What follows belongs to an exercise in optimizing a design on an open flow for small area, a short achievable clock period and few clock cycles; a production flow would make more cautious choices. The RTL was checked by simulation tests, not by an equivalence proof against the original design. Power is estimated from default activity; no workload was simulated.

Setup of run A:
Design bubble_sort, start of the top module:
module bubble_sort(
input clk,
input rst_n,
input [63:0] data,
input en,
output logic [7:0] data_o,
output logic [63:0] data_sort_o,
output logic wr_en,
output logic last
);
For scale: roughly 650 cells after synthesis, about 130 flip-flops, about 140 I/O pins, about 7200 µm² of cells after synthesis.
clock: 5.0 ns
lec_check: 0
cap_margin: 20
core_margin: 2
core_utilization: 40
setup_slack_margin: 2.5
slew_margin: 20
standard.sh (not shown) runs the stock make flow with config.mk's settings and CLKGATE_MAP_FILE= SYNTH_SCRIPT=/design/flow/synth_recipe.tcl, a recipe that flattens the netlist after the stock synthesis.
==> flow/flow/run.sh <==
#!/bin/bash
set -euo pipefail
export BUFFER_PORTS_ARGS="-buffer_cell sky130_fd_sc_hd__buf_1"
bash standard.sh > flow_standard.log 2>&1
No stage failed in run A, and the final checks on the layout all came back clean.
Testbench counts of run A, summed over its fixed seeds: cycles 12,800.
Input changes introduced in run B (baseline for comparison: run A):
- ABC_CLOCK_PERIOD_IN_PS now 1500, previously not set
--- outcome ---
The sequential cell fraction of total power of run A and that of run B are within noise of each other.
Re power: no difference whatsoever between run B and run A.
Looking at run B and run A, the least setup slack across all paths after layout is a wash.
Re worst-case vdd ir drop: no difference whatsoever between run A and run B.
From run A to run B the numbers moved as follows: pre-CTS worst setup slack roughly the same, vias after detailed routing neither gained nor lost much, synthesized net count shows no meaningful change.
What run C does differently from run B at the input level:
- ABC_CLOCK_PERIOD_IN_PS no longer set, was 1500
- SETUP_SLACK_MARGIN no longer set, was 2.5
- Run C finished all stages; the layout is clean.
- Final worst hold slack essentially unchanged between run B and run C.
- Detailed-routed wire length on met3, run B and run C: lower on run C
- Cmp run C vs run B: static power due to leakage lower in run C
- Delta (run C minus run B): via count of the first global-routing pass saw a decrease, detailed-route wire length saw a decrease, area occupied by registers saw little to no change, met2 usage in global routing saw a decrease.
- Of run B and run C, the run reporting the higher time the final worst path needs with I/O delays and setup was run C.
- Comparing run B and run C, the higher number of nets in the final layout is on run B.


Setup of north:
Another version of the RTL of bubble_sort (not shown whole).
Size: about 130 flip-flops, ~6700 um2 of cells after synthesis.
==> flow/config.mk <==
export PLATFORM = sky130hd
export DESIGN_NAME = bubble_sort
export DESIGN_NICKNAME = bubble_sort
export VERILOG_FILES = /design/flow/design.v
export SDC_FILE = /design/flow/constraint.sdc
export NUM_CORES = 4
export LEC_CHECK = 0
export ABC_AREA = 1
export CAP_MARGIN = 20
export CORE_MARGIN = 2
export CORE_UTILIZATION = 60
export CTS_BUF_LIST = sky130_fd_sc_hd__clkbuf_8
export SETUP_SLACK_MARGIN = 2.7
export SLEW_MARGIN = 20
export TNS_END_PERCENT = 10
==> flow/constraint.sdc <==
create_clock -name core_clock -period 5.0 [get_ports {clk}]
set_input_delay 1.0000 -clock core_clock [delete_from_list [all_inputs] [get_ports {clk}]]
set_output_delay 1.0000 -clock core_clock [all_outputs]
set_load 0.01 [all_outputs]
==> flow/flow/run.sh <==
#!/bin/bash
set -euo pipefail
export BUFFER_PORTS_ARGS="-buffer_cell sky130_fd_sc_hd__buf_1"
export CTS_ARGS="-sink_clustering_enable -repair_clock_nets -dont_use_dummy_load -buf_list sky130_fd_sc_hd__clkbuf_8 -sink_clustering_size 30 -sink_clustering_max_diameter 80"
bash standard.sh > flow_standard.log 2>&1
Testbench counts of north, summed over its fixed seeds: cycles 12,800.
Here is what was changed in the inputs of south compared with north.
==> flow/flow/run.sh <==
#!/bin/bash
set -euo pipefail
export BUFFER_PORTS_ARGS="-buffer_cell sky130_fd_sc_hd__buf_1"
export CTS_ARGS="-sink_clustering_enable -repair_clock_nets -dont_use_dummy_load -buf_list sky130_fd_sc_hd__clkbuf_8"
bash standard.sh > flow_standard.log 2>&1
--- a/flow/config.mk
+++ b/flow/config.mk
@@ -12,4 +12,4 @@
 export CTS_BUF_LIST = sky130_fd_sc_hd__clkbuf_8
-export SETUP_SLACK_MARGIN = 2.7
+export SETUP_SLACK_MARGIN = 2.6
 export SLEW_MARGIN = 20
-export TNS_END_PERCENT = 10
+export TNS_END_PERCENT = 5
Findings:
Comparing south and north, utilization is lower on south.
NOTE: global-route usage in south falls short of that of north
In the flow results for south and north, the aggregate routed wire length is smaller on south.
As far as cell count after synthesis goes, south and north are indistinguishable; the numbers are identical.
Edits applied to the flow inputs when going from south to east:
--- a/flow/config.mk
+++ b/flow/config.mk
@@ -12,4 +12,4 @@
 export CTS_BUF_LIST = sky130_fd_sc_hd__clkbuf_8
-export SETUP_SLACK_MARGIN = 2.6
+export SETUP_SLACK_MARGIN = 3.0
 export SLEW_MARGIN = 20
-export TNS_END_PERCENT = 5
+export TNS_END_PERCENT = 10
==> comparison <==
- east completed every stage of the flow, and the final layout passed the timing, DRC and antenna checks.
- south closes out successfully: all stages finished, all timing, DRC and antenna checks passed.
- Power: east draws more than south
- Delta (east minus south): global-route wire length before repair picked up an extra about 5%, worst setup slack went up 64 ps, via count up 288.
- east ended with more utilization than south.
For west, these inputs were changed with respect to east:
==> flow/flow/run.sh <==
#!/bin/bash
set -euo pipefail
export BUFFER_PORTS_ARGS="-buffer_cell sky130_fd_sc_hd__buf_1"
bash standard.sh > flow_standard.log 2>&1
--- a/flow/config.mk
+++ b/flow/config.mk
@@ -12,4 +12,4 @@
 export CTS_BUF_LIST = sky130_fd_sc_hd__clkbuf_8
-export SETUP_SLACK_MARGIN = 3.0
+export SETUP_SLACK_MARGIN = 2.4
 export SLEW_MARGIN = 20
-export TNS_END_PERCENT = 10
+export TNS_END_PERCENT = 5
[summary]
Of east and west, west shows the higher worst hold slack, with east below it. Summary of west over east: worst setup slack shrank by 250 ps, non-clock buffer count shrank by 23%, critical path depth held steady.

## what the ideal ports hide
In the flow no input, the clock included, has a driving cell. The finished layouts below were timed again as built, in two steps.
Step 1 assumes that a clkbuf_16 drives the clock port and a buf_2 every other input.
Step 2 also shifts input and output timing later by t, the mid clock arrival at the registers, as if the neighbouring blocks saw the same clock.
Three values: ideal ports, drivers, drivers and shift; two values: the first two.
run	t (ns)	slack for setup (ns)	worst setup path at the end
run A	0.458	2.121 / 2.128 / 1.670	input to register
run B	0.458	2.121 / 2.128 / 1.670	input to register
run C	0.453	1.763 / 1.783 / 1.330	input to register
north	0.467	2.586 / 2.550 / 2.334	input to register
south	0.471	2.513 / 2.476 / 2.093	input to register
east	0.458	2.576 / 2.539 / 2.336	input to register
west	0.468	2.331 / 2.292 / 2.070	input to register
After both steps every run listed still meets setup and hold.
